This design comes from an exercise in tuning for small area on the open sky130 flow, not from production work.
RTL that was checked went through simulation tests only; none was proved equivalent to the original.
Function not checked in runs 1 to 5: the RTL went through the layout flow alone.
Power is estimated from default activity; no workload was simulated.

**flow/flow/run.sh**
```bash
#!/bin/bash
set -euo pipefail
bash standard.sh \
  BUFFER_PORTS_ARGS="-buffer_cell sky130_fd_sc_hd__buf_1" \
  CTS_ARGS="-sink_clustering_enable -repair_clock_nets -sink_clustering_size 24 -sink_clustering_max_diameter 50 -buf_list sky130_fd_sc_hd__clkbuf_8 sky130_fd_sc_hd__clkbuf_16 -dont_use_dummy_load " \
  finish > standard.log 2>&1
```
**flow/standard.sh**
```bash
#!/bin/bash
# synth_recipe.tcl (not shown) runs the flow's synth.tcl, then flattens the netlist and writes it again
# the make line also repeats each setting of config.mk as NAME=value (left out here)
make -C /OpenROAD-flow-scripts/flow DESIGN_CONFIG=/design/flow/config.mk WORK_HOME=/design/flow/orfs CLKGATE_MAP_FILE= SYNTH_SCRIPT=/design/flow/synth_recipe.tcl "${@:-finish}"
```
**flow/config.mk**
```make
export PLATFORM = sky130hd
export DESIGN_NAME = spi_top
export DESIGN_NICKNAME = spi_top
export VERILOG_FILES = /design/flow/design.v
export SDC_FILE = /design/flow/constraint.sdc
export NUM_CORES = 4
export LEC_CHECK = 0
export CAP_MARGIN = 20
export CORE_MARGIN = 2
export CORE_UTILIZATION = 70
export SLEW_MARGIN = 20
```
**flow/constraint.sdc**
```tcl
create_clock -name core_clock -period 8.0 [get_ports {clk}]
set_input_delay 1.6000 -clock core_clock [delete_from_list [all_inputs] [get_ports {clk}]]
set_output_delay 1.6000 -clock core_clock [all_outputs]
set_load 0.01 [all_outputs]
```
**flow/design.v**
```verilog
module spi_top(
    input clk,rst,wr,
    input [7:0]din,addr,
    output done,err,
    output [7:0]dout
);
reg [127:0] ring0;
reg [127:0] ring1;
reg [3:0] ptr;
reg clr;
reg [4:0] cnt;
reg [7:0] cap;
wire ok  = (addr[7:5] == 3'd0);
wire hit = (ptr == addr[3:0]);
wire we  = wr & ok & hit;
wire [7:0] d0 = (we & ~addr[4]) ? din : (clr ? 8'd0 : ring0[127:120]);
wire [7:0] d1 = (we &  addr[4]) ? din : (clr ? 8'd0 : ring1[127:120]);
assign done = ok ? (wr ? (cnt == 5'd23) : (cnt == 5'd24)) : (cnt == 5'd4);
assign err  = ~ok & (cnt == 5'd4);
assign dout = cap;
always @(posedge clk) begin
    ring0 <= {ring0[119:0], d0};
    ring1 <= {ring1[119:0], d1};
    if (hit | ~ok)
        cap <= (wr | ~ok | clr) ? 8'd0 : (addr[4] ? ring1[127:120] : ring0[127:120]);
    if (rst) begin
        ptr <= 4'd0;
        clr <= 1'b1;
        cnt <= 5'd0;
    end
    else begin
        ptr <= ptr + 4'd1;
        if (ptr == 4'd15)
            clr <= 1'b0;
        cnt <= done ? 5'd1 : cnt + 5'd1;
    end
end
endmodule
```
==> results of run 1 <==
## power by group through the flow
stage	Clock [mW]	Sequential [mW]	Combinational (mW)
3_5_place_dp	0	1.41	0.0218
3_3_place_gp	0	1.41	0.0207
2_1_floorplan	0	1.41	0.0123
## Yosys cell counts
master	instances	area [sq um]
a21o_1	1	7.510
a21oi_1	1	5.000
buf_2	1	5.000
buf_6	1	11.26
clkbuf_1	3	11.26
dfxtp_1	266	5325
edfxtp_1	8	240.2
ha_1	3	37.54
inv_1	4	15.01
mux2_2	16	180.2
mux2i_1	8	80.08
nand2_1	3	11.26
nand2b_1	1	6.260
nand2b_2	1	8.760
nand3_1	4	20.02
nand4_1	2	12.51
nor2_1	12	45.04
nor2b_1	17	106.4
nor3_1	3	15.01
nor3_2	1	10.01
nor3b_1	1	7.510
nor4_1	1	6.260
o211ai_1	1	7.510
o21ba_2	1	10.01
o2bb2a_1	1	10.01
o31ai_1	1	7.510
or3_1	2	12.51
or3_4	1	11.26
xnor2_1	6	52.55
xor2_1	2	17.52
## stage by stage
stage	area (sq um)	total power, mW	worst slack [ns]	hold WS, ns
3_5_place_dp	6509	1.433	3.312	0.3121
3_3_place_gp	6509	1.432	3.511	0.3100
2_1_floorplan	6296	1.423	3.779	0.3096
## cells by family after synthesis
logic type / count (synthesis) / synth area share (%)
AOI/OAI and AO/OA: 6 / 0.7552
xor gates and xnor gates: 8 / 1.113
adders and majority gates: 3 / 0.5962
buffers and inverters: 9 / 0.6755
DFF: 274 / 88.39
muxes: 24 / 4.134
and+or+nand+nor: 49 / 4.332
## worst max-delay path by stage
stage	slack (ns)	cells after the start	start	endpoint
after global placement	3.51	5	wr	done
after floorplan	3.78	3	wr	done
after detailed placement	3.31	5	wr	done
==> flow_summary.json, run 1 <==
{
  "dpl.cell_count": 504,
  "ys_warn_count": 1,
  "die_w_um": 98.84,
  "ys_ff_latch": 274,
  "die_y_um": 98.84,
  "synth.distinct_cells": 30,
  "initial_core_util_pct": 72.20,
  "port_buffers": 28,
  "num_rows": 34,
  "syn_nets": 395,
  "gp_congestion": 0.7896,
  "haltStage": "clock tree synthesis (4_1_cts)",
  "ioPinCount": 29,
  "stop_error": "[ERROR STA-0564] clock_tree_synthesis positional arguments not supported.",
  "syn-cell-area_sq_um": 6296,
  "status": "aborted with a tool error",
  "synth_cells": 373,
  "hpwlAfterDp_mm": 4.652,
  "synth.avg_cell_area_sq_um": 16.88,
  "ys_seq_area_share_pct": 88.39
}
==> run 2, diff against run 1 <==
==> flow/flow/run.sh (replaced) <==
#!/bin/bash
set -euo pipefail
bash standard.sh \
  BUFFER_PORTS_ARGS="-buffer_cell sky130_fd_sc_hd__buf_1" \
  CTS_ARGS="-sink_clustering_enable -repair_clock_nets -sink_clustering_size 28 -sink_clustering_max_diameter 40 -buf_list sky130_fd_sc_hd__clkbuf_8 -dont_use_dummy_load " \
  finish > standard.log 2>&1
--- a/flow/config.mk
+++ b/flow/config.mk
@@ -7,5 +7,5 @@
 export LEC_CHECK = 0
 export CAP_MARGIN = 20
 export CORE_MARGIN = 2
-export CORE_UTILIZATION = 70
+export CORE_UTILIZATION = 85
 export SLEW_MARGIN = 20
==> flow_summary.json, run 2 <==
{
  "yosys-top-cells-count": "266 x dfxtp_1, 17 x nor2b_1, 16 x mux2_2, 12 x nor2_1",
  "synth_cells": 373,
  "gp_congestion": 0.8730,
  "initial_core_util_pct": 87.27,
  "synth_top_cell_by_area": "dfxtp_1",
  "synthArstFlopShare_pct": 0,
  "ys_warn_count": 1,
  "stop_error": "[ERROR DPL-0033] detailed placement checks failed during check placement.",
  "port_buffers": 28,
  "synthFlopType": "dfxtp_1",
  "hpwlAfterDp_mm": 8.701,
  "ys_ff_latch": 274,
  "ioPinCount": 29,
  "synth_xor_area_share_pct": 1.113,
  "die_w_um": 90.07,
  "synthAdderAreaFrac_pct": 0.5962,
  "status": "aborted with a tool error",
  "synth.most_common_cell": "dfxtp_1",
  "synth_top_area_share_pct": 84.58,
  "syn_nets": 395,
  "synth.distinct_cells": 30,
  "synth_simple_gate_area_share_pct": 4.332,
  "synth.avg_cell_area_sq_um": 16.88,
  "num_rows": 31,
  "synth-edff-count": 8,
  "synth_top_family_by_area": "simple AND/OR/NAND/NOR gates",
  "yosys-top-cells-area": "dfxtp_1 85%, edfxtp_1 3.8%, mux2_2 2.9%",
  "synth_compound_area_share_pct": 0.7552,
  "syn-cell-area_sq_um": 6296,
  "haltStage": "detailed placement (3_5_place_dp)",
  "die_y_um": 90.07,
  "ys_seq_area_share_pct": 88.39,
  "synth_mux_area_share_pct": 4.134
}
## run 2: cell counts after synthesis
Identical to the previous run, type by type.
## run 2: cells by family after synthesis
kind of cell             count (synthesis)
AO/OA/AOI/OAI                            6
buffers and inverters                    9
multiplexers                            24
AND/OR/NAND/NOR                         49
XOR/XNOR                                 8
adder cells (fa/ha/maj)                  3
flip-flops                             274
## run 2: worst max path at each step
stage                   endpoint  slack (ns)  cells after the start
after floorplan             done        3.78                      3
after global placement      done        3.52                      5
## run 2: power by group through the flow
stage	clock, mW	sequential (mW)	combinational [mW]
global placement	0	1.41	0.0203
floorplan	0	1.41	0.0123
## run 2: stage by stage
step / power (mW) / std cells / setup slack (ns) / cell area [sq um]
floorplan: 1.423 / 373 / 3.779 / 6296
global placement: 1.431 / 495 / 3.523 / 6497
==> run 3, diff against run 2 <==
==> flow/flow/run.sh (replaced) <==
#!/bin/bash
set -euo pipefail
bash standard.sh \
  BUFFER_PORTS_ARGS="-buffer_cell sky130_fd_sc_hd__buf_1" \
  CTS_ARGS="-sink_clustering_enable -repair_clock_nets -sink_clustering_size 22 -sink_clustering_max_diameter 40 -buf_list sky130_fd_sc_hd__clkbuf_8 -dont_use_dummy_load " \
  finish > standard.log 2>&1
--- a/flow/config.mk
+++ b/flow/config.mk
@@ -7,5 +7,5 @@
 export LEC_CHECK = 0
 export CAP_MARGIN = 20
 export CORE_MARGIN = 2
-export CORE_UTILIZATION = 85
+export CORE_UTILIZATION = 80
 export SLEW_MARGIN = 20
==> flow_summary.json, run 3 <==
{
  "status": "complete, no violations",
  "top_regs": "ring0: 128 flops, ring1: 128 flops, cap: 8 flops",
  "nets": 438,
  "hold_class": "reg2reg",
  "pwr-share-comb_pct": 1.2,
  "synth_top_area_share_pct": 84.58,
  "cellPowerDensity_nw_per_um2": 291.6,
  "worstSetupStartpointType": "input pin",
  "ys_seq_area_share_pct": 88.39,
  "port_buffers": 28,
  "synth_simple_gate_area_share_pct": 4.332,
  "worst_ep_required_time_ns": 6.40,
  "slew_headroom_pct": 38.69,
  "clock_path_buffers": 3,
  "leakagePower_nw": 2.636,
  "drt_pass1_iterations": 4,
  "min_period_over_period_pct": 59.24,
  "clock_latency_ns": 0.51,
  "antenna_found_initial": 0,
  "fin_util_pct": 87.71,
  "antennaDiodeCount": 0,
  "p_clk_share_pct": 28.6,
  "grt.overflow.total": 0,
  "synth.most_common_cell": "dfxtp_1",
  "grt_max_degree": 23,
  "cp_common_cell": "buf_1",
  "internal_power_mw": 1.580,
  "syn_nets": 395,
  "post-cts-setup-buffers": 0,
  "p_seq_share_pct": 70.2,
  "vias": 2596,
  "via_per_inst": 5.031,
  "synth_cells": 373,
  "synthFlopType": "dfxtp_1",
  "max_cap_viol_count": 0,
  "drc": 0,
  "ys_ff_latch": 274,
  "htree_levels": 1,
  "hpwlAfterDp_mm": 5.895,
  "regArea_sq_um": 5565,
  "num_rows": 32,
  "crit_slowest_cell": "o31ai_1",
  "rsz0062_at_grt": "false",
  "clk_pin_slew_ns": 0.12,
  "die_y_um": 92.72,
  "fp.dieArea_sq_um": 8596,
  "critPathTopFamily": "compound AO/OA/AOI/OAI gates",
  "synth_top_cell_by_area": "dfxtp_1",
  "r2r-start": "ptr[3]",
  "synth_xor_area_share_pct": 1.113,
  "sw_frac_of_total_pct": 19.66,
  "clock_sinks": 274,
  "yosys-top-cells-area": "dfxtp_1 85%, edfxtp_1 3.8%, mux2_2 2.9%",
  "synth_compound_area_share_pct": 0.7552,
  "synth-edff-count": 8,
  "ant_nets": 0,
  "final_common_cell": "dfxtp_1",
  "crit_start": "wr",
  "synth.avg_cell_area_sq_um": 16.88,
  "p_switching_mw": 0.3866,
  "synth_mux_area_share_pct": 4.134,
  "clock_skew_ns": 0.03877,
  "die_w_um": 92.72,
  "fin_crit_ns": 4.739,
  "synthArstFlopShare_pct": 0,
  "path_max_fanout": 5,
  "cts_tree": "built",
  "hold_buffers": 0,
  "core_sq_um": 7687,
  "max_stage_delay_ns": 0.53,
  "hold_start": "ring1[5]",
  "slew_viol_final": 0,
  "cts_resized": 0,
  "syn-cell-area_sq_um": 6296,
  "syn_to_final_growth_pct": 7.095,
  "grt_pass1_wl_mm": 15.84,
  "synth_top_family_by_area": "simple AND/OR/NAND/NOR gates",
  "crit_path_end_kind": "output pin",
  "max_freq_ghz": 0.2110,
  "ir_drop_uv": 315.9,
  "grt_pass1_vias": 2816,
  "multi_input_area_sq_um": 688.2,
  "ys_warn_count": 1,
  "drive_gt1_share_pct": 9.179,
  "yosys-top-cells-count": "266 x dfxtp_1, 17 x nor2b_1, 16 x mux2_2, 12 x nor2_1",
  "ioPinCount": 29,
  "drt_iter0_markers": 97,
  "setup_violations": 0,
  "cts.root.buffer_cell": "clkbuf_8",
  "layout_common_cells": "266 x dfxtp_1, 28 x buf_1, 17 x nor2b_1, 17 x clkbuf_8, 16 x mux2_2",
  "synth.distinct_cells": 30,
  "worstMarginPinSlew_ns": 0.9146,
  "grtUsageTotal_pct": 25.52,
  "numCtsBuffers": 17,
  "cp.arrival_ns": 3.14,
  "crit_buf_inv": 2,
  "initial_core_util_pct": 81.90,
  "fin_tns_setup_ns": 0,
  "nFillCells": 250,
  "synthAdderAreaFrac_pct": 0.5962,
  "path_cells": "buf_1 -> nor4_1 -> o2bb2a_1 -> o31ai_1 -> buf_1",
  "wire_per_inst_um": 20.27,
  "wl_mm": 10.46,
  "gp_congestion": 0.7234,
  "hold_violations": 0,
  "crit_type": "in2out"
}
-- run 3: cell counts after synthesis --
No cell type changed its count.
-- run 3: final cells by class --
cell class | count | share of cell area (%)
Sequential cell | 274 | 82.54
Multi-Input combinational cell | 90 | 10.21
Clock buffer | 17 | 3.470
Tap cell | 102 | 1.893
Timing Repair Buffer | 29 | 1.670
Inverter | 4 | 0.2227
-- run 3: power by group through the flow --
stage          clock network [mW]  registers (mW)  logic [mW]
2_1_floorplan                   0            1.41      0.0123
3_3_place_gp                    0            1.41      0.0206
3_5_place_dp                    0            1.41      0.0227
4_1_cts                     0.569            1.38      0.0238
5_1_grt                     0.610            1.38      0.0252
6_report                    0.562            1.38      0.0237
-- run 3: through the flow --
stage | cells | worst slack [ns] | area (sq um) | hold WS [ns] | total power, mW
2_1_floorplan | 373 | 3.779 | 6296 | 0.3096 | 1.423
3_3_place_gp | 499 | 3.534 | 6509 | 0.3100 | 1.431
3_5_place_dp | 499 | 3.344 | 6509 | 0.3121 | 1.434
4_1_cts | 516 | 3.352 | 6743 | 0.3045 | 1.973
5_1_grt | 516 | 3.178 | 6743 | 0.3003 | 2.017
6_report | 516 | 3.261 | 6743 | 0.3003 | 1.966
-- run 3: cell families (layout without fill, tap and decap cells) --
logic type	Yosys count	in the layout
AO/OA/AOI/OAI	6	6
AND/OR/NAND/NOR	49	49
multiplexers	24	24
adder cells (fa/ha/maj)	3	3
flip-flops	274	274
XOR/XNOR	8	8
buffers and inverters	9	50
-- run 3: per-layer routing --
layer / global-route usage, % / routed length, um
met3: 3.499 / 386
met4: 9.436 / 289
met5: 0 / 0
met2: 44.83 / 5290
met1: 32.68 / 4495
-- run 3: worst reg2reg max path: stages (launching register included) --
cell,delay (ns)
dfxtp_1,0.45
xnor2_1,0.19
nand4_1,0.22
nor3_2,0.79
mux2_2,0.42
-- run 3: worst paths after layout --
path               endpoint  slack [ns]  depth (start not counted)
setup / recovery       done        3.26                          5
hold / removal    ring1[13]        0.30                          0
setup reg to reg   ring0[0]        5.82                          4
hold reg to reg   ring1[13]        0.30                          0
==> run 4, diff against run 3 <==
==> flow/flow/run.sh (replaced) <==
#!/bin/bash
set -euo pipefail
bash standard.sh \
  BUFFER_PORTS_ARGS="-buffer_cell sky130_fd_sc_hd__buf_1" \
  CTS_ARGS="-sink_clustering_enable -repair_clock_nets -sink_clustering_size 8 -sink_clustering_max_diameter 25 -buf_list sky130_fd_sc_hd__clkbuf_2 -dont_use_dummy_load " \
  finish > standard.log 2>&1
==> flow_summary.json, run 4 <==
{
  "post-cts-setup-buffers": 0,
  "numCtsBuffers": 42,
  "cts_resized": 0,
  "port_buffers": 28,
  "ioPinCount": 29,
  "cts.root.buffer_cell": "clkbuf_2",
  "synth.avg_cell_area_sq_um": 16.88,
  "synth_xor_area_share_pct": 1.113,
  "synth_top_area_share_pct": 84.58,
  "hpwlAfterDp_mm": 5.895,
  "haltStage": "clock tree synthesis (4_1_cts)",
  "syn_nets": 395,
  "synthArstFlopShare_pct": 0,
  "initial_core_util_pct": 81.90,
  "synth_simple_gate_area_share_pct": 4.332,
  "synth_cells": 373,
  "hold_buffers": 0,
  "synth.most_common_cell": "dfxtp_1",
  "yosys-top-cells-count": "266 x dfxtp_1, 17 x nor2b_1, 16 x mux2_2, 12 x nor2_1",
  "yosys-top-cells-area": "dfxtp_1 85%, edfxtp_1 3.8%, mux2_2 2.9%",
  "ys_warn_count": 1,
  "num_rows": 32,
  "synth_mux_area_share_pct": 4.134,
  "clock_sinks": 274,
  "synth_top_family_by_area": "simple AND/OR/NAND/NOR gates",
  "die_w_um": 92.72,
  "gp_congestion": 0.7234,
  "clock_path_buffers": 3,
  "synth.distinct_cells": 30,
  "ys_ff_latch": 274,
  "synth_compound_area_share_pct": 0.7552,
  "ys_seq_area_share_pct": 88.39,
  "stop_error": "[ERROR DPL-0033] detailed placement checks failed during check placement.",
  "synthFlopType": "dfxtp_1",
  "synth-edff-count": 8,
  "synthAdderAreaFrac_pct": 0.5962,
  "htree_levels": 2,
  "synth_top_cell_by_area": "dfxtp_1",
  "die_y_um": 92.72,
  "status": "aborted with a tool error",
  "syn-cell-area_sq_um": 6296
}
==> run 4: cell counts after synthesis <==
Identical to the previous run, type by type.
==> run 4: per-stage QoR <==
step                instance area [sq um]  worst slack [ns]  instances  hold slack [ns]
floorplan                            6296             3.779        373           0.3096
detailed placement                   6509             3.344        499           0.3121
global placement                     6509             3.534        499           0.3100
==> run 4: worst min-delay path by stage <==
stage | startpoint | to | slack [ns] | cells after the start
2_1_floorplan | ring0[92] | ring0[100] | 0.31 | 0
3_3_place_gp | ring0[65] | ring0[73] | 0.31 | 0
3_5_place_dp | ring1[102] | ring1[110] | 0.31 | 0
==> run 4: logic make-up after synthesis <==
group,Yosys count
flip-flops,274
XOR/XNOR,8
adder cells (fa/ha/maj),3
buffers and inverters,9
multiplexers,24
AO/OA/AOI/OAI,6
AND/OR/NAND/NOR,49
==> run 4: power groups by stage <==
stage	combinational (mW)	clock (mW)	sequential (mW)
floorplan	0.0123	0	1.41
global placement	0.0206	0	1.41
detailed placement	0.0227	0	1.41
==> run 5, diff against run 4 <==
==> flow/flow/run.sh (replaced) <==
#!/bin/bash
# Standard layout, with two changes: the port buffers are the smallest
# buffer (buf_1), and clock tree synthesis inserts no dummy loads.
set -euo pipefail
bash standard.sh \
  BUFFER_PORTS_ARGS="-buffer_cell sky130_fd_sc_hd__buf_1" \
  CTS_ARGS="-sink_clustering_enable -repair_clock_nets -sink_clustering_size 20 -sink_clustering_max_diameter 50 -buf_list sky130_fd_sc_hd__clkbuf_8 -dont_use_dummy_load" \
  finish > standard.log 2>&1
--- a/flow/config.mk
+++ b/flow/config.mk
@@ -7,5 +7,8 @@
 export LEC_CHECK = 0
 export CAP_MARGIN = 20
 export CORE_MARGIN = 2
-export CORE_UTILIZATION = 80
+export CORE_UTILIZATION = 70
+export CTS_BUF_LIST = sky130_fd_sc_hd__clkbuf_8
+export CTS_CLUSTER_DIAMETER = 50
+export CTS_CLUSTER_SIZE = 20
 export SLEW_MARGIN = 20
==> flow_summary.json, run 5 <==
{
  "status": "complete, no violations",
  "cts_tree": "built",
  "ys_warn_count": 1,
  "wl_mm": 7.704,
  "grt.overflow.total": 0,
  "yosys-top-cells-count": "266 x dfxtp_1, 17 x nor2b_1, 16 x mux2_2, 12 x nor2_1",
  "num_rows": 34,
  "ys_ff_latch": 274,
  "grt_pass1_vias": 2554,
  "final_common_cell": "dfxtp_1",
  "synth_top_cell_by_area": "dfxtp_1",
  "fp.dieArea_sq_um": 9769,
  "hold_class": "reg2reg",
  "port_buffers": 28,
  "path_max_fanout": 5,
  "cts.root.buffer_cell": "clkbuf_8",
  "syn_to_final_growth_pct": 7.313,
  "hold_ws_ns": 0.2746,
  "wire_per_inst_um": 14.76,
  "synth_cells": 373,
  "cts_resized": 0,
  "vias": 2490,
  "hold_buffers": 0,
  "synthArstFlopShare_pct": 0,
  "slew_viol_final": 0,
  "post-cts-setup-buffers": 0,
  "grtUsageTotal_pct": 16.60,
  "drc": 0,
  "worstMarginPinSlew_ns": 0.9022,
  "hpwlAfterDp_mm": 4.652,
  "worst_ep_required_time_ns": 6.40,
  "slew_headroom_pct": 39.53,
  "drt_pass1_iterations": 4,
  "cp.arrival_ns": 3.11,
  "ys_seq_area_share_pct": 88.39,
  "min_period_over_period_pct": 58.84,
  "fin_tns_setup_ns": 0,
  "antennaDiodeCount": 0,
  "ir_drop_uv": 224.2,
  "nets": 438,
  "leakagePower_nw": 2.638,
  "rsz0062_at_grt": "false",
  "drt_iter0_markers": 48,
  "yosys-top-cells-area": "dfxtp_1 85%, edfxtp_1 3.8%, mux2_2 2.9%",
  "clock_latency_ns": 0.51,
  "clk_pin_slew_ns": 0.11,
  "gp_congestion": 0.7896,
  "grt_pass1_wl_mm": 12.54,
  "synth.distinct_cells": 30,
  "clock_skew_ns": 0.06646,
  "drive_gt1_share_pct": 9.179,
  "htree_levels": 1,
  "cellPowerDensity_nw_per_um2": 290.5,
  "die_y_um": 98.84,
  "core_sq_um": 8721,
  "hold_violations": 0,
  "antenna_found_initial": 0,
  "fin_crit_ns": 4.707,
  "ant_nets": 0,
  "grt_max_degree": 21,
  "synth_top_area_share_pct": 84.58,
  "worstSetupStartpointType": "input pin",
  "syn_nets": 395,
  "crit_type": "in2out",
  "ioPinCount": 29,
  "top_regs": "ring0: 128 flops, ring1: 128 flops, cap: 8 flops",
  "max_freq_ghz": 0.2124,
  "synth.avg_cell_area_sq_um": 16.88,
  "synth-edff-count": 8,
  "synth.most_common_cell": "dfxtp_1",
  "die_w_um": 98.84,
  "crit_path_end_kind": "output pin",
  "clock_sinks": 274,
  "layout_common_cells": "266 x dfxtp_1, 28 x buf_1, 18 x clkbuf_8",
  "clock_path_buffers": 3,
  "max_cap_viol_count": 0,
  "via_per_inst": 4.770,
  "initial_core_util_pct": 72.20,
  "synthFlopType": "dfxtp_1",
  "syn-cell-area_sq_um": 6296,
  "setup_violations": 0,
  "numCtsBuffers": 18
}
[run 5: cell counts after synthesis]
No cell type changed its count.
[run 5: kinds of logic (layout without fill, tap and decap cells)]
| logic type | count (synthesis) | after routing | synth area share [%] |
|---|---|---|---|
| mux | 24 | 24 | 4.134 |
| buf+inv | 9 | 50 | 0.6755 |
| simple gates | 49 | 49 | 4.332 |
| fa+ha+maj | 3 | 3 | 0.5962 |
| compound gates | 6 | 6 | 0.7552 |
| xor+xnor | 8 | 8 | 1.113 |
| flops | 274 | 274 | 88.39 |
[run 5: power breakdown]
group	switching [mW]	internal [mW]	leakage, nW
combinational	0.0118	0.00968	0.272
sequential	0.00422	1.38	2.24
clock	0.358	0.204	0.129
[run 5: worst paths after layout]
| kind | cells after the start | from | endpoint | slack (ns) |
|---|---|---|---|---|
| worst max-delay path | 5 | wr | done | 3.29 |
| worst min-delay path | 0 | ring1[66] | ring1[74] | 0.27 |
| worst max register to register | 4 | ptr[2] | ring0[3] | 6.01 |
| worst min register to register | 0 | ring1[66] | ring1[74] | 0.27 |
[run 5: final cells by class]
type                            instances  area (sq um)
Multi-Input combinational cell         90         688.2
Sequential cell                       274          5565
Tap cell                              108         135.1
Clock buffer                           18         247.7
Inverter                                4         15.01
Fill cell                             496          1964
Timing Repair Buffer                   28         105.1
[run 5: metrics by stage]
stage                     area, sq um  worst slack [ns]  util [%]  power [mW]  std cells
after CTS                        6756             3.304     77.47       1.979        522
after global placement           6509             3.511     74.63       1.432        504
after floorplan                  6296             3.779         -       1.423        373
after detailed placement         6509             3.312     74.63       1.433        504
final                            6756             3.293     77.47       1.963        522
after global routing             6756             3.153     77.47       2.027        522
[run 5: metal layers]
metal	up-vias	track usage [%]	routed length, um	share of wire [%]
li1	1259	-	-	-
met1	1155	24.11	3786	49
met2	56	24.58	3289	43
met3	20	3.333	342	4.4
met4	0	7.271	286	3.7
met5	-	0	0	0
[run 5: worst max-delay path: stages]
cell      delay, ns
buf_1          0.14
nor4_1         0.32
o2bb2a_1       0.28
o31ai_1        0.56
buf_1          0.22
==> run 6, diff against run 5 <==
--- a/flow/design.v
+++ b/flow/design.v
@@ -15,8 +15,9 @@
 wire we  = wr & ok & hit;
 wire [7:0] d0 = (we & ~addr[4]) ? din : (clr ? 8'd0 : ring0[127:120]);
 wire [7:0] d1 = (we &  addr[4]) ? din : (clr ? 8'd0 : ring1[127:120]);
-assign done = ok ? (wr ? (cnt == 5'd23) : (cnt == 5'd24)) : (cnt == 5'd4);
-assign err  = ~ok & (cnt == 5'd4);
+reg done_r, err_r;
+assign done = done_r;
+assign err  = err_r;
 assign dout = cap;
 always @(posedge clk) begin
     ring0 <= {ring0[119:0], d0};
@@ -27,12 +28,16 @@
         ptr <= 4'd0;
         clr <= 1'b1;
         cnt <= 5'd0;
+        done_r <= 1'b0;
+        err_r <= 1'b0;
     end
     else begin
         ptr <= ptr + 4'd1;
         if (ptr == 4'd15)
             clr <= 1'b0;
-        cnt <= done ? 5'd1 : cnt + 5'd1;
+        cnt <= done_r ? 5'd1 : cnt + 5'd1;
+        done_r <= ok ? (wr ? (cnt == 5'd22) : (cnt == 5'd23)) : (cnt == 5'd3);
+        err_r <= ~ok & (cnt == 5'd3);
     end
 end
 endmodule
==> flow_summary.json, run 6 <==
{
  "min_period_over_period_pct": 35.18,
  "layout.cells.non_filler": 518,
  "cts_resized": 0,
  "synth_top_cell_by_area": "dfxtp_1",
  "leakagePower_nw": 2.672,
  "pwr-share-comb_pct": 1.0,
  "ys_seq_area_share_pct": 88.42,
  "ir_drop_uv": 209.7,
  "htree_levels": 1,
  "final_common_cell": "dfxtp_1",
  "die_y_um": 99.17,
  "slew_viol_final": 0,
  "vias": 2450,
  "sw_frac_of_total_pct": 18.81,
  "path_max_fanout": 10,
  "max_cap_viol_count": 0,
  "cp.arrival_ns": 3.17,
  "drive_gt1_share_pct": 9.268,
  "hold_buffers": 0,
  "via_per_inst": 4.730,
  "setup_violations": 0,
  "die_w_um": 99.17,
  "p_seq_share_pct": 71.1,
  "fin_tns_setup_ns": 0,
  "hold_start": "ring0[108]",
  "ff2ff_path_depth": 4,
  "fp.dieArea_sq_um": 9834,
  "post-cts-setup-buffers": 0,
  "hold_violations": 0,
  "nFillCells": 489,
  "cellPowerDensity_nw_per_um2": 288.0,
  "clock_latency_ns": 0.50,
  "hold_depth": 0,
  "grtUsageTotal_pct": 15.98,
  "ant_nets": 0,
  "synthFlopType": "dfxtp_1",
  "top_regs": "ring0: 128 flops, ring1: 128 flops, cap: 8 flops",
  "worst_ep_required_time_ns": 8.36,
  "synthArstFlopShare_pct": 0,
  "wl_mm": 7.448,
  "nets": 433,
  "cts.root.buffer_cell": "clkbuf_8",
  "dpl.cell_count": 501,
  "r2r-end": "ring0[7]",
  "wire_per_inst_um": 14.38,
  "fin_crit_ns": 2.815,
  "p_clk_share_pct": 27.9,
  "antennaDiodeCount": 0,
  "clk_pin_slew_ns": 0.11,
  "r2r-start": "ptr[2]",
  "syn-cell-area_sq_um": 6340,
  "antenna_found_initial": 0,
  "power.total_mw": 1.956,
  "clock_skew_ns": 0.04917,
  "syn_nets": 390,
  "drt_pass1_iterations": 4,
  "gp_congestion": 0.7657,
  "layout_common_cells": "268 x dfxtp_1, 28 x buf_1, 17 x nor2b_1, 17 x clkbuf_8, 12 x nor2_1",
  "syn_to_final_growth_pct": 7.105,
  "port_buffers": 28,
  "synth_cells": 369,
  "hold_class": "reg2reg",
  "num_rows": 34,
  "clock_path_buffers": 3,
  "grt.overflow.total": 0,
  "worstSetupStartpointType": "input pin",
  "worstMarginPinSlew_ns": 0.6860,
  "cts_tree": "built",
  "p_switching_mw": 0.3679,
  "numCtsBuffers": 17,
  "clock_sinks": 276,
  "synth-edff-count": 8,
  "rsz0062_at_grt": "false",
  "crit_type": "in2reg",
  "internal_power_mw": 1.588,
  "crit_path_end_kind": "flop",
  "synth.avg_cell_area_sq_um": 17.18,
  "drc": 0,
  "grt_pass1_vias": 2480,
  "ioPinCount": 29,
  "core_sq_um": 8763,
  "ys_warn_count": 1,
  "grt_max_degree": 21,
  "max_freq_ghz": 0.3553,
  "initial_core_util_pct": 72.34,
  "synth.distinct_cells": 27,
  "status": "complete, no violations",
  "drt_iter0_markers": 93,
  "hold_end": "ring0[116]",
  "r2r_setup_slack_ns": 6.13,
  "ys_ff_latch": 276,
  "yosys-top-cells-count": "268 x dfxtp_1, 17 x nor2b_1, 12 x nor2_1",
  "synth_top_area_share_pct": 84.63,
  "grt_pass1_wl_mm": 12.30,
  "yosys-top-cells-area": "dfxtp_1 85%, edfxtp_1 3.8%, mux2_4 1.9%",
  "hpwlAfterDp_mm": 4.683,
  "synth.most_common_cell": "dfxtp_1",
  "slew_headroom_pct": 54.27
}
-- run 6: changes by cell type after synthesis, moves of 2 or more --
cell | before | now
mux2_2 | 16 | 8
xor2_1 | 2 | 4
dfxtp_1 | 266 | 268
mux2_4 | 0 | 8
nor3_1 | 3 | 5
inv_1 | 4 | 2
or3_1 | 2 | 0
-- run 6: kinds of logic after synthesis --
logic type	count (synthesis)	share of synthesized area (%)
flops	276	88.42
compound gates	3	0.3749
fa+ha+maj	2	0.3946
xor+xnor	10	1.381
mux	24	4.579
simple gates	48	4.362
buf+inv	6	0.4934
-- run 6: worst max-delay path: stages --
cell    delay, ns
buf_1        0.51
inv_1        0.08
or3b_1       0.62
mux2_4       0.37
-- run 6: layout make-up --
class                   count  area (sq um)  share of cell area [%]
flip-flops and latches    276          5605                   82.55
multi-input cells          87         703.2                   10.36
clock buffers              17         234.0                   3.446
inverters                   2         7.507                  0.1106
repair buffers             28         105.1                   1.548
well taps                 108         135.1                   1.990
-- run 6: routing by layer --
metal	global-route usage [%]	vias up	part of all wire, %
met2	24.32	35	43
met3	3.514	16	3.5
met5	0	-	0
li1	-	1243	-
met4	4.847	0	2.3
met1	23.42	1156	51
-- run 6: worst max path at each step --
| stage | start | slack [ns] | end |
|---|---|---|---|
| floorplan | addr[6] | 5.12 | ring1[0] |
| global placement | addr[4] | 4.71 | ring1[0] |
| detailed placement | addr[4] | 4.71 | ring1[3] |
| CTS | addr[4] | 5.19 | ring1[6] |
| global route | addr[4] | 5.09 | ring1[4] |
| finish | addr[4] | 5.19 | ring1[6] |
-- run 6: power by group through the flow --
stage	logic, mW	clock network [mW]	registers, mW
final	0.0197	0.546	1.39
after global routing	0.0222	0.612	1.39
after CTS	0.0201	0.564	1.39
after detailed placement	0.0200	0	1.42
after global placement	0.0195	0	1.42
after floorplan	0.0109	0	1.42
-- run 6: stage by stage --
stage	area (sq um)	setup slack (ns)	utilization [%]	hold slack, ns
global route	6790	5.093	77.48	0.3268
global placement	6556	4.708	74.81	0.3105
finish	6790	5.185	77.48	0.3167
detailed placement	6556	4.706	74.81	0.3121
floorplan	6340	5.122	-	0.3096
CTS	6790	5.194	77.48	0.3185
==> run 7, diff against run 6 <==
==> flow/flow/run.sh (replaced) <==
#!/bin/bash
set -euo pipefail
bash standard.sh \
  BUFFER_PORTS_ARGS="-buffer_cell sky130_fd_sc_hd__buf_1" \
  PRE_DETAIL_PLACE_TCL="$PWD/flow/recover.tcl" \
  CTS_ARGS="-sink_clustering_enable -repair_clock_nets -dont_use_dummy_load -sink_clustering_size 20 -sink_clustering_max_diameter 50 -buf_list sky130_fd_sc_hd__clkbuf_8 -root_buf sky130_fd_sc_hd__clkbuf_16" \
  finish > standard.log 2>&1
==> flow/flow/recover.tcl (new file) <==
# Downsize cells on paths with timing slack to spare (ORFS hook, sourced
# before detailed placement).
estimate_parasitics -placement
repair_timing -recover_power 100
--- a/flow/config.mk
+++ b/flow/config.mk
@@ -8,7 +8,4 @@
 export CAP_MARGIN = 20
 export CORE_MARGIN = 2
 export CORE_UTILIZATION = 70
-export CTS_BUF_LIST = sky130_fd_sc_hd__clkbuf_8
-export CTS_CLUSTER_DIAMETER = 50
-export CTS_CLUSTER_SIZE = 20
 export SLEW_MARGIN = 20
==> flow_summary.json, run 7 <==
{
  "max_stage_delay_ns": 0.58,
  "ys_ff_latch": 276,
  "synth_top_area_share_pct": 84.63,
  "drc": 0,
  "nFillCells": 505,
  "gp_congestion": 0.7657,
  "fin_crit_ns": 3.037,
  "grtUsageTotal_pct": 16.35,
  "slew_viol_final": 0,
  "worstMarginPinSlew_ns": 0.7162,
  "hold_violations": 0,
  "clock_path_buffers": 3,
  "critPathTopFamily": "simple AND/OR/NAND/NOR gates",
  "synth_top_cell_by_area": "dfxtp_1",
  "grt_max_degree": 21,
  "wire_per_inst_um": 14.52,
  "timing.final.ws_setup_ns": 4.963,
  "drt_iter0_markers": 46,
  "ys_warn_count": 1,
  "power.total_mw": 1.995,
  "yosys-top-cells-count": "268 x dfxtp_1, 17 x nor2b_1, 12 x nor2_1",
  "clock_skew_ns": 0.03351,
  "grt.overflow.total": 0,
  "leakagePower_nw": 2.662,
  "synthArstFlopShare_pct": 0,
  "ioPinCount": 29,
  "max_freq_ghz": 0.3293,
  "clock_sinks": 276,
  "hpwlAfterDp_mm": 4.632,
  "hold_class": "reg2reg",
  "max_cap_viol_count": 0,
  "synth_cells": 369,
  "synth.distinct_cells": 27,
  "ant_nets": 0,
  "port_buffers": 28,
  "setup_violations": 0,
  "crit_buf_inv": 1,
  "layout_common_cells": "268 x dfxtp_1, 26 x buf_1, 17 x nor2b_1",
  "fin_util_pct": 77.40,
  "dpl_cell_area_sq_um": 6510,
  "slew_headroom_pct": 52.25,
  "num_rows": 34,
  "cellPowerDensity_nw_per_um2": 294.2,
  "hold_ws_ns": 0.3218,
  "final_area_sq_um": 6783,
  "cts.root.buffer_cell": "clkbuf_16",
  "dpl.cell_count": 501,
  "min_period_over_period_pct": 37.96,
  "worst_ep_required_time_ns": 8.34,
  "top_regs": "ring0: 128 flops, ring1: 128 flops, cap: 8 flops",
  "fin_tns_setup_ns": 0,
  "core_sq_um": 8763,
  "layout.cells.non_filler": 518,
  "die_y_um": 99.17,
  "ir_drop_uv": 217.1,
  "crit_path_end_kind": "flop",
  "status": "complete, no violations",
  "synth.most_common_cell": "dfxtp_1",
  "place_ws_ns": 4.064,
  "antennaDiodeCount": 0,
  "worstSetupStartpointType": "input pin",
  "synth-edff-count": 8,
  "die_w_um": 99.17,
  "syn_to_final_growth_pct": 6.986,
  "cp.arrival_ns": 3.38,
  "path_cells": "buf_1 -> nor3_1 -> and2_2 -> nor3b_2 -> mux2_2",
  "vias": 2441,
  "rsz0062_at_grt": "false",
  "drive_gt1_share_pct": 7.073,
  "yosys-top-cells-area": "dfxtp_1 85%, edfxtp_1 3.8%, mux2_4 1.9%",
  "crit_slowest_cell": "nor3b_2",
  "cts_resized": 0,
  "crit_type": "in2reg",
  "wl_mm": 7.519,
  "syn-cell-area_sq_um": 6340,
  "drt_pass1_iterations": 4,
  "grt_pass1_vias": 2536,
  "clk_pin_slew_ns": 0.11,
  "antenna_found_initial": 0,
  "path_max_fanout": 8,
  "grt_pass1_wl_mm": 12.54,
  "clock_latency_ns": 0.47,
  "synth.avg_cell_area_sq_um": 17.18,
  "initial_core_util_pct": 72.34,
  "synthFlopType": "dfxtp_1",
  "via_per_inst": 4.712,
  "syn_nets": 390,
  "htree_levels": 1,
  "cts_tree": "built",
  "hold_buffers": 0,
  "fp.dieArea_sq_um": 9834,
  "ys_seq_area_share_pct": 88.42,
  "post-cts-setup-buffers": 0,
  "nets": 433,
  "numCtsBuffers": 17,
  "final_common_cell": "dfxtp_1"
}
-- run 7: cell types whose count changed in the layout (fill, tap and decap cells not counted), sizes merged --
cell / before / now
clkbuf: 17 / 19
buf: 28 / 26
-- run 7: cell type report --
cell class / instances / area (sq um) / share of cell area (%)
timing repair buffer: 28 / 105.1 / 1.550
tap: 108 / 135.1 / 1.992
clock buffer: 17 / 267.8 / 3.948
sequential: 276 / 5605 / 82.64
multi-input combinational: 87 / 661.9 / 9.758
inverter: 2 / 7.507 / 0.1107
-- run 7: worst paths after layout --
check | from | endpoint | slack, ns | depth (start not counted)
hold reg to reg | ring0[117] | ring0[125] | 0.32 | 0
hold / removal | ring0[117] | ring0[125] | 0.32 | 0
setup reg to reg | ptr[2] | ring0[0] | 6.10 | 4
setup / recovery | addr[6] | ring0[0] | 4.96 | 5
-- run 7: logic make-up (layout without fill, tap and decap cells) --
logic type / after synthesis / after routing / synth area share [%]
and+or+nand+nor: 48 / 48 / 4.362
muxes: 24 / 24 / 4.579
AOI/OAI and AO/OA: 3 / 3 / 0.3749
xor gates and xnor gates: 10 / 10 / 1.381
buffers and inverters: 6 / 47 / 0.4934
DFF: 276 / 276 / 88.42
adders and majority gates: 2 / 2 / 0.3946
-- run 7: metal layers --
metal	wire length, um	vias up	track usage [%]
met1	3820	1142	23.55
met3	328	17	3.865
met5	0	-	0
li1	-	1243	-
met2	3190	39	24.69
met4	179	0	5.901
-- run 7: power by group --
group          internal (mW)  switching [mW]
clock network          0.227           0.359
registers               1.39         0.00436
logic                0.00874          0.0102
-- run 7: worst reg2reg max path, cell delays in order, from the launching register on --
cell     delay, ns
dfxtp_1       0.41
xnor2_1       0.14
nand4_1       0.20
nor3b_2       0.63
mux2_2        0.41
==> run 8, diff against run 7 <==
==> flow/flow/run.sh (replaced) <==
#!/bin/bash
set -euo pipefail
bash standard.sh \
  BUFFER_PORTS_ARGS="-buffer_cell sky130_fd_sc_hd__buf_1" \
  PRE_DETAIL_PLACE_TCL="$PWD/flow/recover.tcl" \
  CTS_ARGS="-sink_clustering_enable -repair_clock_nets -dont_use_dummy_load -sink_clustering_size 21 -sink_clustering_max_diameter 45 -buf_list sky130_fd_sc_hd__clkbuf_8" \
  finish > standard.log 2>&1
--- a/flow/config.mk
+++ b/flow/config.mk
@@ -7,5 +7,5 @@
 export LEC_CHECK = 0
 export CAP_MARGIN = 20
 export CORE_MARGIN = 2
-export CORE_UTILIZATION = 70
+export CORE_UTILIZATION = 75
 export SLEW_MARGIN = 20
==> flow_summary.json, run 8 <==
{
  "clock_latency_ns": 0.50,
  "worstSetupStartpointType": "input pin",
  "gp_congestion": 0.7016,
  "cp.arrival_ns": 3.47,
  "top_regs": "ring0: 128 flops, ring1: 128 flops, cap: 8 flops",
  "grt_max_degree": 22,
  "leakagePower_nw": 2.647,
  "hold_buffers": 0,
  "rsz0062_at_grt": "false",
  "p_switching_mw": 0.3701,
  "slew_headroom_pct": 45.37,
  "ir_drop_uv": 226.7,
  "ys_seq_area_share_pct": 88.42,
  "yosys-top-cells-count": "268 x dfxtp_1, 17 x nor2b_1, 12 x nor2_1",
  "synthFlopType": "dfxtp_1",
  "r2r-start": "ptr[2]",
  "hold_start": "ring1[77]",
  "crit_path_end_kind": "flop",
  "synthArstFlopShare_pct": 0,
  "port_buffers": 28,
  "ys_ff_latch": 276,
  "initial_core_util_pct": 77.16,
  "pwr-share-comb_pct": 1.0,
  "ioPinCount": 29,
  "drive_gt1_share_pct": 7.073,
  "drt_iter0_markers": 52,
  "antenna_found_initial": 0,
  "fp.dieArea_sq_um": 9204,
  "grt.overflow.total": 0,
  "syn_nets": 390,
  "ant_nets": 0,
  "hold_end": "ring1[85]",
  "ff2ff_path_depth": 4,
  "hold_violations": 0,
  "vias": 2462,
  "crit_slowest_cell": "nor3b_2",
  "syn_to_final_growth_pct": 6.394,
  "hold_depth": 0,
  "synth.distinct_cells": 27,
  "crit_type": "in2reg",
  "synth_cells": 369,
  "worstMarginPinSlew_ns": 0.8158,
  "worstSetupPathDepth": 5,
  "via_per_inst": 4.781,
  "die_y_um": 95.94,
  "r2r_setup_slack_ns": 6.03,
  "synth.most_common_cell": "dfxtp_1",
  "fin_tns_setup_ns": 0,
  "clk_pin_slew_ns": 0.12,
  "yosys-top-cells-area": "dfxtp_1 85%, edfxtp_1 3.8%, mux2_4 1.9%",
  "crit_buf_inv": 1,
  "sw_frac_of_total_pct": 18.90,
  "synth_top_area_share_pct": 84.63,
  "worst_ep_required_time_ns": 8.38,
  "synth-edff-count": 8,
  "layout_common_cells": "268 x dfxtp_1, 26 x buf_1, 17 x nor2b_1, 17 x clkbuf_8, 12 x nor2_1",
  "grtUsageTotal_pct": 18.65,
  "grt_pass1_vias": 2539,
  "die_w_um": 95.94,
  "cellPowerDensity_nw_per_um2": 290.3,
  "drc": 0,
  "path_max_fanout": 8,
  "setup_violations": 0,
  "core_sq_um": 8217,
  "final_common_cell": "dfxtp_1",
  "hpwlAfterDp_mm": 5.198,
  "clock_path_buffers": 3,
  "max_stage_delay_ns": 0.67,
  "max_cap_viol_count": 0,
  "num_rows": 33,
  "min_period_over_period_pct": 38.59,
  "fin_crit_ns": 3.087,
  "slew_viol_final": 0,
  "cts_resized": 0,
  "nFillCells": 385,
  "syn-cell-area_sq_um": 6340,
  "clock_sinks": 276,
  "ys_warn_count": 1,
  "p_clk_share_pct": 28.0,
  "internal_power_mw": 1.588,
  "wl_mm": 8.115,
  "cts.root.buffer_cell": "clkbuf_8",
  "critPathTopFamily": "simple AND/OR/NAND/NOR gates",
  "wire_per_inst_um": 15.76,
  "htree_levels": 1,
  "antennaDiodeCount": 0,
  "path_cells": "buf_1 -> nor3_1 -> and2_2 -> nor3b_2 -> mux2_2",
  "nets": 433,
  "synth.avg_cell_area_sq_um": 17.18,
  "grt_pass1_wl_mm": 12.55,
  "status": "complete, no violations",
  "post-cts-setup-buffers": 0,
  "p_seq_share_pct": 71.0,
  "r2r-end": "ring0[2]",
  "hold_class": "reg2reg",
  "numCtsBuffers": 17,
  "synth_top_cell_by_area": "dfxtp_1",
  "cts_tree": "built",
  "hold_ws_ns": 0.2984,
  "max_freq_ghz": 0.3239,
  "clock_skew_ns": 0.04794,
  "drt_pass1_iterations": 4
}
[run 8: cell count changes in the layout (fill, tap and decap cells not counted)]
cell	before	now
clkbuf_16	3	0
clkbuf_8	14	17
[run 8: worst max path at each step]
stage               startpoint        to  slack (ns)
floorplan              addr[6]  ring1[0]        5.12
global placement       addr[4]  ring1[1]        4.71
detailed placement     addr[6]  ring0[0]        3.82
CTS                    addr[6]  ring0[2]        4.39
global route           addr[6]  ring0[2]        4.82
finish                 addr[6]  ring0[2]        4.91
[run 8: cells by family (layout without fill, tap and decap cells)]
logic type / Yosys count / after routing / synth area share [%]
compound gates: 3 / 3 / 0.3749
fa+ha+maj: 2 / 2 / 0.3946
buf+inv: 6 / 47 / 0.4934
xor+xnor: 10 / 10 / 1.381
flops: 276 / 276 / 88.42
simple gates: 48 / 48 / 4.362
mux: 24 / 24 / 4.579
[run 8: per-layer routing]
metal | GRT usage (%) | routed length (um) | share of wire, % | vias to the layer above
met2 | 29.90 | 3674 | 45 | 36
met3 | 5.012 | 335 | 4.1 | 15
met4 | 6.310 | 167 | 2.1 | 0
li1 | - | - | - | 1243
met5 | 0 | 0 | 0 | -
met1 | 24.93 | 3937 | 49 | 1168
[run 8: final cells by class]
cell class | instances | area [sq um] | share of cell area (%)
multi-input combinational | 87 | 661.9 | 9.813
inverter | 2 | 7.507 | 0.1113
clock buffer | 17 | 234.0 | 3.469
tap | 105 | 131.4 | 1.948
sequential | 276 | 5605 | 83.10
timing repair buffer | 28 | 105.1 | 1.558
[run 8: power groups by stage]
stage	Clock [mW]	Combinational [mW]	Sequential, mW
after CTS	0.561	0.0194	1.39
after global routing	0.604	0.0218	1.39
after floorplan	0	0.0109	1.42
after global placement	0	0.0192	1.42
final	0.549	0.0192	1.39
after detailed placement	0	0.0194	1.42
[run 8: per-stage QoR]
step                total power [mW]  util (%)  std cells  area [sq um]  setup WS [ns]
global placement               1.441     79.75        498          6553          4.710
detailed placement             1.441     79.18        498          6506          3.824
floorplan                      1.432         -        369          6340          5.122
global route                   2.018     82.09        515          6745          4.819
finish                         1.958     82.09        515          6745          4.913
CTS                            1.970     82.03        515          6740          4.394
==> run 9, diff against run 8 <==
==> flow/flow/run.sh (replaced) <==
#!/bin/bash
set -euo pipefail
bash standard.sh \
  BUFFER_PORTS_ARGS="-buffer_cell sky130_fd_sc_hd__buf_1" \
  PRE_DETAIL_PLACE_TCL="$PWD/flow/recover.tcl" \
  CTS_ARGS="-sink_clustering_enable -repair_clock_nets -dont_use_dummy_load -sink_clustering_size 12 -sink_clustering_max_diameter 30 -buf_list sky130_fd_sc_hd__clkbuf_4" \
  finish > standard.log 2>&1
--- a/flow/config.mk
+++ b/flow/config.mk
@@ -7,5 +7,5 @@
 export LEC_CHECK = 0
 export CAP_MARGIN = 20
 export CORE_MARGIN = 2
-export CORE_UTILIZATION = 75
+export CORE_UTILIZATION = 70
 export SLEW_MARGIN = 20
==> flow_summary.json, run 9 <==
{
  "status": "complete, no violations",
  "clk_pin_slew_ns": 0.11,
  "hold_buffers": 0,
  "yosys-top-cells-count": "268 x dfxtp_1, 17 x nor2b_1, 12 x nor2_1",
  "core_sq_um": 8763,
  "min_period_over_period_pct": 36.90,
  "syn_nets": 390,
  "crit_slowest_cell": "nor3b_2",
  "crit_start": "addr[6]",
  "synthArstFlopShare_pct": 0,
  "worstSetupStartpointType": "input pin",
  "nets": 451,
  "syn_to_final_growth_pct": 6.907,
  "grtUsageTotal_pct": 16.54,
  "synth.most_common_cell": "dfxtp_1",
  "max_stage_delay_ns": 0.58,
  "cts_resized": 0,
  "wl_mm": 7.460,
  "ys_seq_area_share_pct": 88.42,
  "fin_crit_ns": 2.952,
  "ys_warn_count": 1,
  "num_rows": 34,
  "r2r-start": "ptr[2]",
  "clock_skew_ns": 0.03152,
  "synth.avg_cell_area_sq_um": 17.18,
  "clock_latency_ns": 0.55,
  "ant_nets": 0,
  "antenna_found_initial": 0,
  "rsz0062_at_grt": "false",
  "grt_pass1_vias": 2703,
  "ff2ff_path_depth": 4,
  "syn-cell-area_sq_um": 6340,
  "hold_class": "reg2reg",
  "drt_pass1_iterations": 3,
  "worst_ep_required_time_ns": 8.41,
  "layout_common_cells": "268 x dfxtp_1, 35 x clkbuf_4, 26 x buf_1",
  "grt_max_degree": 19,
  "timing.final.ws_setup_ns": 5.048,
  "grt_pass1_wl_mm": 12.59,
  "nFillCells": 521,
  "antennaDiodeCount": 0,
  "fin_tns_setup_ns": 0,
  "leakagePower_nw": 2.686,
  "path_max_fanout": 8,
  "synth-edff-count": 8,
  "grt.overflow.total": 0,
  "synth_top_area_share_pct": 84.63,
  "final_common_cell": "dfxtp_1",
  "max_freq_ghz": 0.3387,
  "numCtsBuffers": 35,
  "worstMarginPinSlew_ns": 0.6897,
  "slew_viol_final": 0,
  "post-cts-setup-buffers": 0,
  "r2r_setup_slack_ns": 6.11,
  "htree_levels": 2,
  "hold_violations": 0,
  "ir_drop_uv": 181.0,
  "port_buffers": 28,
  "place_ws_ns": 4.064,
  "fp.dieArea_sq_um": 9834,
  "r2r-end": "ring0[4]",
  "synthFlopType": "dfxtp_1",
  "ioPinCount": 29,
  "crit_end": "ring0[4]",
  "cts.root.buffer_cell": "clkbuf_4",
  "yosys-top-cells-area": "dfxtp_1 85%, edfxtp_1 3.8%, mux2_4 1.9%",
  "cellPowerDensity_nw_per_um2": 291.2,
  "synth_top_cell_by_area": "dfxtp_1",
  "die_y_um": 99.17,
  "cp.arrival_ns": 3.37,
  "die_w_um": 99.17,
  "wire_per_inst_um": 13.92,
  "drt_iter0_markers": 43,
  "via_per_inst": 4.675,
  "ys_ff_latch": 276,
  "synth_cells": 369,
  "dpl.cell_count": 501,
  "hpwlAfterDp_mm": 4.632,
  "clock_path_buffers": 3,
  "setup_violations": 0,
  "cts_tree": "built",
  "initial_core_util_pct": 72.34,
  "top_regs": "ring0: 128 flops, ring1: 128 flops, cap: 8 flops",
  "max_cap_viol_count": 0,
  "final_area_sq_um": 6778,
  "path_cells": "buf_1 -> nor3_1 -> and2_2 -> nor3b_2 -> mux2_2",
  "synth.distinct_cells": 27,
  "slew_headroom_pct": 53.82,
  "clock_sinks": 276,
  "layout.cells.non_filler": 536,
  "gp_congestion": 0.7657,
  "fin_util_pct": 77.34,
  "crit_type": "in2reg",
  "dpl_cell_area_sq_um": 6510,
  "drive_gt1_share_pct": 10.98,
  "drc": 0,
  "crit_path_end_kind": "flop",
  "vias": 2506
}
-- run 9: layout make-up --
class | count | area [sq um] | share of cell area, %
flip-flops and latches | 276 | 5605 | 82.70
multi-input cells | 87 | 661.9 | 9.766
clock buffers | 35 | 262.8 | 3.877
well taps | 108 | 135.1 | 1.994
repair buffers | 28 | 105.1 | 1.551
inverters | 2 | 7.507 | 0.1108
-- run 9: worst min-delay path by stage --
stage                from          to  slack, ns  depth (start not counted)
6_report        ring0[42]   ring0[50]       0.30                          0
5_1_grt        ring1[102]  ring1[110]       0.30                          0
4_1_cts         ring1[22]   ring1[30]       0.30                          0
3_5_place_dp    ring0[23]   ring0[31]       0.31                          0
3_3_place_gp     ring1[6]   ring1[14]       0.31                          0
2_1_floorplan   ring0[92]  ring0[100]       0.31                          0
-- run 9: critical path: cells and delay by family --
kind / cells / cell delay (ns)
buf+inv: 1 / 0.08
simple gates: 3 / 1.28
mux: 1 / 0.40
-- run 9: logic make-up (layout without fill, tap and decap cells) --
group | Yosys count | count (layout) | share of synthesized area (%)
flops | 276 | 276 | 88.42
fa+ha+maj | 2 | 2 | 0.3946
xor+xnor | 10 | 10 | 1.381
compound gates | 3 | 3 | 0.3749
simple gates | 48 | 48 | 4.362
mux | 24 | 24 | 4.579
buf+inv | 6 | 65 | 0.4934
-- run 9: layer usage --
| layer | GRT usage (%) | wire length [um] | vias to the layer above |
|---|---|---|---|
| met5 | 0 | 0 | - |
| met2 | 24.38 | 3248 | 37 |
| met4 | 8.008 | 166 | 0 |
| li1 | - | - | 1295 |
| met1 | 22.57 | 3744 | 1157 |
| met3 | 5.200 | 300 | 17 |
-- run 9: metrics by stage --
| step | total power, mW | hold slack (ns) |
|---|---|---|
| floorplan | 1.432 | 0.3096 |
| global placement | 1.441 | 0.3105 |
| detailed placement | 1.441 | 0.3121 |
| CTS | 2.002 | 0.3013 |
| global route | 2.061 | 0.3001 |
| finish | 1.974 | 0.2999 |
-- run 9: power by group --
part	switching (mW)	internal (mW)	total, mW
combinational	0.0102	0.00873	0.0189
clock	0.362	0.203	0.565
sequential	0.00433	1.39	1.39
total	0.376	1.60	1.97
==> run 10, diff against run 9 <==
==> flow/flow/run.sh (replaced) <==
#!/bin/bash
set -euo pipefail
bash standard.sh \
  BUFFER_PORTS_ARGS="-buffer_cell sky130_fd_sc_hd__buf_1" \
  PRE_DETAIL_PLACE_TCL="$PWD/flow/recover.tcl" \
  CTS_ARGS="-sink_clustering_enable -repair_clock_nets -dont_use_dummy_load -sink_clustering_size 20 -sink_clustering_max_diameter 50 -buf_list sky130_fd_sc_hd__clkbuf_8" \
  finish > standard.log 2>&1
--- a/flow/config.mk
+++ b/flow/config.mk
@@ -7,5 +7,5 @@
 export LEC_CHECK = 0
 export CAP_MARGIN = 20
 export CORE_MARGIN = 2
-export CORE_UTILIZATION = 70
+export CORE_UTILIZATION = 75
 export SLEW_MARGIN = 20
==> flow_summary.json, run 10 <==
{
  "hpwlAfterDp_mm": 5.198,
  "drc": 0,
  "worst_ep_required_time_ns": 8.36,
  "synth-edff-count": 8,
  "clock_skew_ns": 0.04655,
  "synth_top_area_share_pct": 84.63,
  "layout_common_cells": "268 x dfxtp_1, 26 x buf_1, 17 x nor2b_1, 17 x clkbuf_8, 12 x nor2_1",
  "p_seq_share_pct": 71.0,
  "post-cts-setup-buffers": 0,
  "hold_class": "reg2reg",
  "ir_drop_uv": 228.5,
  "cts.root.buffer_cell": "clkbuf_8",
  "ys_ff_latch": 276,
  "ys_seq_area_share_pct": 88.42,
  "drt_iter0_markers": 71,
  "clk_pin_slew_ns": 0.11,
  "via_per_inst": 4.773,
  "worstMarginPinSlew_ns": 0.8217,
  "worstSetupStartpointType": "input pin",
  "p_switching_mw": 0.3713,
  "core_sq_um": 8217,
  "max_freq_ghz": 0.3232,
  "ant_nets": 0,
  "yosys-top-cells-count": "268 x dfxtp_1, 17 x nor2b_1, 12 x nor2_1",
  "port_buffers": 28,
  "die_w_um": 95.94,
  "grt_pass1_vias": 2594,
  "cellPowerDensity_nw_per_um2": 290.4,
  "ioPinCount": 29,
  "die_y_um": 95.94,
  "synth.avg_cell_area_sq_um": 17.18,
  "gp_congestion": 0.7016,
  "crit_slowest_cell": "nor3b_2",
  "max_cap_viol_count": 0,
  "crit_path_end_kind": "flop",
  "grt_max_degree": 21,
  "synth.most_common_cell": "dfxtp_1",
  "drive_gt1_share_pct": 7.073,
  "cts_tree": "built",
  "vias": 2458,
  "hold_violations": 0,
  "internal_power_mw": 1.588,
  "hold_buffers": 0,
  "syn_to_final_growth_pct": 6.394,
  "max_stage_delay_ns": 0.67,
  "wire_per_inst_um": 16.46,
  "wl_met2_mm": 3.982,
  "path_cells": "buf_1 -> nor3_1 -> and2_2 -> nor3b_2 -> mux2_2",
  "dr.max_layer_used": "met4",
  "numCtsBuffers": 17,
  "wl_mm": 8.475,
  "clock_sinks": 276,
  "drt_pass1_iterations": 4,
  "synthArstFlopShare_pct": 0,
  "power.total_mw": 1.959,
  "top_regs": "ring0: 128 flops, ring1: 128 flops, cap: 8 flops",
  "num_rows": 33,
  "min_period_over_period_pct": 38.67,
  "clock_latency_ns": 0.50,
  "leakagePower_nw": 2.647,
  "grt_pass1_wl_mm": 13.08,
  "fp.dieArea_sq_um": 9204,
  "synth.distinct_cells": 27,
  "hold_ws_ns": 0.2996,
  "fin_util_pct": 82.09,
  "pwr-share-comb_pct": 1.0,
  "yosys-top-cells-area": "dfxtp_1 85%, edfxtp_1 3.8%, mux2_4 1.9%",
  "syn-cell-area_sq_um": 6340,
  "clock_path_buffers": 3,
  "grtUsageTotal_pct": 19.68,
  "fin_tns_setup_ns": 0,
  "synth_top_cell_by_area": "dfxtp_1",
  "met1Wirelength_mm": 4.033,
  "initial_core_util_pct": 77.16,
  "nets": 433,
  "sw_frac_of_total_pct": 18.95,
  "setup_violations": 0,
  "critPathTopFamily": "simple AND/OR/NAND/NOR gates",
  "path_max_fanout": 8,
  "synth_cells": 369,
  "fin_crit_ns": 3.094,
  "slew_headroom_pct": 44.98,
  "crit_type": "in2reg",
  "htree_levels": 1,
  "crit_buf_inv": 1,
  "grt.overflow.total": 0,
  "final_common_cell": "dfxtp_1",
  "antenna_found_initial": 0,
  "cts_resized": 0,
  "antennaDiodeCount": 0,
  "ys_warn_count": 1,
  "synthFlopType": "dfxtp_1",
  "cp.arrival_ns": 3.46,
  "wl_met3_um": 282,
  "rsz0062_at_grt": "false",
  "slew_viol_final": 0,
  "p_clk_share_pct": 28.1,
  "status": "complete, no violations",
  "syn_nets": 390
}
run 10: cell count changes in the layout (fill, tap and decap cells not counted):
cell	previous run	this run
clkbuf_4	35	0
clkbuf_8	0	17
run 10: layer usage:
layer,track usage [%],vias up
li1,-,1244
met1,25.83,1163
met2,32.58,36
met3,4.464,15
met4,6.905,0
met5,0,-
run 10: cell families (layout without fill, tap and decap cells):
kind of cell             Yosys count  count (layout)  share of synthesized area [%]
XOR/XNOR                          10              10                          1.381
buffers and inverters              6              47                         0.4934
flip-flops                       276             276                          88.42
AO/OA/AOI/OAI                      3               3                         0.3749
multiplexers                      24              24                          4.579
AND/OR/NAND/NOR                   48              48                          4.362
adder cells (fa/ha/maj)            2               2                         0.3946
run 10: path summary, 6_finish.rpt:
kind,slack (ns),cells past startpoint,endpoint,from
max reg2reg,5.99,4,ring0[7],ptr[2]
min reg2reg,0.30,0,ring1[37],ring1[29]
max,4.91,5,ring0[7],addr[6]
min,0.30,0,ring1[37],ring1[29]
run 10: final cells by class:
type / instances / area (sq um)
clock buffer: 17 / 234.0
fill: 385 / 1471
inverter: 2 / 7.507
multi-input combinational: 87 / 661.9
sequential: 276 / 5605
tap: 105 / 131.4
timing repair buffer: 28 / 105.1
run 10: stage by stage:
stage	cells	area (sq um)	setup slack [ns]
after detailed placement	498	6506	3.824
final	515	6745	4.906
after floorplan	369	6340	5.122
after CTS	515	6740	4.331
after global placement	498	6553	4.710
after global routing	515	6745	4.799
run 10: power by group through the flow:
stage	clock [mW]	sequential (mW)	combinational [mW]
finish	0.550	1.39	0.0192
global route	0.605	1.39	0.0219
CTS	0.561	1.39	0.0194
detailed placement	0	1.42	0.0194
global placement	0	1.42	0.0192
floorplan	0	1.42	0.0109
==> run 11, diff against run 10 <==
==> flow/flow/run.sh (replaced) <==
#!/bin/bash
set -euo pipefail
bash standard.sh \
  BUFFER_PORTS_ARGS="-buffer_cell sky130_fd_sc_hd__buf_1" \
  PRE_DETAIL_PLACE_TCL="$PWD/flow/recover.tcl" \
  CTS_ARGS="-sink_clustering_enable -repair_clock_nets -dont_use_dummy_load -sink_clustering_size 20 -sink_clustering_max_diameter 60 -buf_list sky130_fd_sc_hd__clkbuf_8" \
  finish > standard.log 2>&1
--- a/flow/config.mk
+++ b/flow/config.mk
@@ -7,5 +7,5 @@
 export LEC_CHECK = 0
 export CAP_MARGIN = 20
 export CORE_MARGIN = 2
-export CORE_UTILIZATION = 75
+export CORE_UTILIZATION = 70
 export SLEW_MARGIN = 20
==> flow_summary.json, run 11 <==
{
  "dpl_cell_area_sq_um": 6510,
  "r2r-start": "ptr[2]",
  "path_cells": "buf_1 -> nor3_1 -> and2_2 -> nor3b_2 -> mux2_2",
  "synth_top_cell_by_area": "dfxtp_1",
  "max_cap_viol_count": 0,
  "nFillCells": 514,
  "ioPinCount": 29,
  "path_max_fanout": 8,
  "synth_cells": 369,
  "clock_skew_ns": 0.02512,
  "cts_resized": 0,
  "drive_gt1_share_pct": 7.073,
  "r2r_setup_slack_ns": 6.10,
  "syn-cell-area_sq_um": 6340,
  "clk_pin_slew_ns": 0.11,
  "crit_path_end_kind": "flop",
  "core_sq_um": 8763,
  "grt_max_degree": 21,
  "drt_pass1_iterations": 4,
  "final_area_sq_um": 6749,
  "htree_levels": 1,
  "hold_violations": 0,
  "num_rows": 34,
  "clock_sinks": 276,
  "worstMarginPinSlew_ns": 0.6986,
  "synthArstFlopShare_pct": 0,
  "slew_viol_final": 0,
  "crit_start": "addr[6]",
  "fin_tns_setup_ns": 0,
  "ant_nets": 0,
  "rsz0062_at_grt": "false",
  "worstSetupStartpointType": "input pin",
  "initial_core_util_pct": 72.34,
  "grt_pass1_vias": 2522,
  "min_period_over_period_pct": 37.71,
  "via_per_inst": 4.629,
  "synth.avg_cell_area_sq_um": 17.18,
  "die_y_um": 99.17,
  "synth_top_area_share_pct": 84.63,
  "vias": 2398,
  "hold_buffers": 0,
  "max_freq_ghz": 0.3314,
  "die_w_um": 99.17,
  "clock_latency_ns": 0.49,
  "cts_tree": "built",
  "grt.overflow.total": 0,
  "slew_headroom_pct": 53.23,
  "synth.most_common_cell": "dfxtp_1",
  "hpwlAfterDp_mm": 4.632,
  "syn_nets": 390,
  "cp.arrival_ns": 3.38,
  "grt_pass1_wl_mm": 12.22,
  "syn_to_final_growth_pct": 6.453,
  "gp_congestion": 0.7657,
  "crit_slowest_cell": "nor3b_2",
  "final_common_cell": "dfxtp_1",
  "synth-edff-count": 8,
  "yosys-top-cells-area": "dfxtp_1 85%, edfxtp_1 3.8%, mux2_4 1.9%",
  "fin_crit_ns": 3.017,
  "ff2ff_path_depth": 4,
  "status": "complete, no violations",
  "layout_common_cells": "268 x dfxtp_1, 26 x buf_1, 17 x nor2b_1, 17 x clkbuf_8, 12 x nor2_1",
  "crit_type": "in2reg",
  "yosys-top-cells-count": "268 x dfxtp_1, 17 x nor2b_1, 12 x nor2_1",
  "ys_seq_area_share_pct": 88.42,
  "drc": 0,
  "leakagePower_nw": 2.647,
  "power.total_mw": 1.953,
  "setup_violations": 0,
  "hold_class": "reg2reg",
  "synthFlopType": "dfxtp_1",
  "r2r-end": "ring0[1]",
  "worst_ep_required_time_ns": 8.36,
  "fp.dieArea_sq_um": 9834,
  "wire_per_inst_um": 14.21,
  "place_ws_ns": 4.064,
  "clock_path_buffers": 3,
  "ys_warn_count": 1,
  "cellPowerDensity_nw_per_um2": 289.4,
  "timing.final.ws_setup_ns": 4.983,
  "post-cts-setup-buffers": 0,
  "synth.distinct_cells": 27,
  "grtUsageTotal_pct": 15.86,
  "port_buffers": 28,
  "top_regs": "ring0: 128 flops, ring1: 128 flops, cap: 8 flops",
  "cts.root.buffer_cell": "clkbuf_8",
  "antenna_found_initial": 0,
  "crit_end": "ring0[1]",
  "drt_iter0_markers": 38,
  "wl_mm": 7.360,
  "numCtsBuffers": 17,
  "nets": 433,
  "max_stage_delay_ns": 0.58,
  "ir_drop_uv": 206.6,
  "ys_ff_latch": 276,
  "antennaDiodeCount": 0
}
## run 11: cell counts in the layout (fill, tap and decap cells not counted)
No cell type changed its count.
## run 11: stage by stage
| step | std cells | util, % | hold slack [ns] |
|---|---|---|---|
| after global placement | 501 | 74.81 | 0.3105 |
| after CTS | 518 | 76.96 | 0.3230 |
| after floorplan | 369 | - | 0.3096 |
| after detailed placement | 501 | 74.29 | 0.3121 |
| after global routing | 518 | 77.01 | 0.3221 |
| final | 518 | 77.01 | 0.3147 |
## run 11: routing by layer
metal | up-vias | track usage, % | wire length (um)
met3 | 11 | 3.654 | 232
li1 | 1244 | - | -
met2 | 26 | 24.38 | 3168
met1 | 1117 | 22.92 | 3830
met5 | - | 0 | 0
met4 | 0 | 4.847 | 129
## run 11: kinds of logic (layout without fill, tap and decap cells)
family                   after synthesis  after routing  share of synthesized area, %
AND/OR/NAND/NOR                       48             48                         4.362
XOR/XNOR                              10             10                         1.381
AO/OA/AOI/OAI                          3              3                        0.3749
multiplexers                          24             24                         4.579
flip-flops                           276            276                         88.42
buffers and inverters                  6             47                        0.4934
adder cells (fa/ha/maj)                2              2                        0.3946
## run 11: power by group
group / internal, mW / switching [mW]
Combinational: 0.00873 / 0.0101
Sequential: 1.39 / 0.00438
Clock: 0.193 / 0.351
Total: 1.59 / 0.365
## run 11: area by class of cell
type	count	area, sq um	share of cell area (%)
Tap cell	108	135.1	2.002
Inverter	2	7.507	0.1112
Sequential cell	276	5605	83.06
Timing Repair Buffer	28	105.1	1.557
Multi-Input combinational cell	87	661.9	9.807
Clock buffer	17	234.0	3.467
## run 11: worst min path at each step
| stage | from | end | slack (ns) | cells past startpoint |
|---|---|---|---|---|
| finish | ring0[27] | ring0[35] | 0.31 | 0 |
| global route | ring0[27] | ring0[35] | 0.32 | 0 |
| CTS | ring0[27] | ring0[35] | 0.32 | 0 |
| detailed placement | ring0[23] | ring0[31] | 0.31 | 0 |
| global placement | ring1[6] | ring1[14] | 0.31 | 0 |
| floorplan | ring0[92] | ring0[100] | 0.31 | 0 |
## run 11: worst max-delay path: cells and delay by family
| family | cells | cell delay, ns |
|---|---|---|
| multiplexers | 1 | 0.41 |
| buffers and inverters | 1 | 0.08 |
| AND/OR/NAND/NOR | 3 | 1.28 |

what the ideal ports hide:
The flow's constraints put no driver on any port. The routed layouts listed below were extracted and timed again, unchanged, in two steps.
Step 1, drivers: a clkbuf_16 drives clk and a buf_2 each remaining input, both assumed.
Step 2, shift: input delay + t, output delay - t, t = (earliest + latest rising clock arrival at the registers) / 2. This alone moves slack from input paths to output paths.
Three values: no drivers, after step 1, after step 2; two values: the first two.
run	t, ns	setup slack, ns
run 3	0.518	3.261 / 3.239 / 3.239
run 5	0.509	3.293 / 3.271 / 3.271
run 6	0.508	5.185 / 5.194 / 4.686
run 7	0.487	4.963 / 4.979 / 4.492
run 8	0.511	4.913 / 4.929 / 4.418
run 9	0.568	5.048 / 5.056 / 4.489
run 10	0.514	4.906 / 4.923 / 4.409
run 11	0.504	4.983 / 4.993 / 4.488
After both steps every run listed still meets setup and hold.
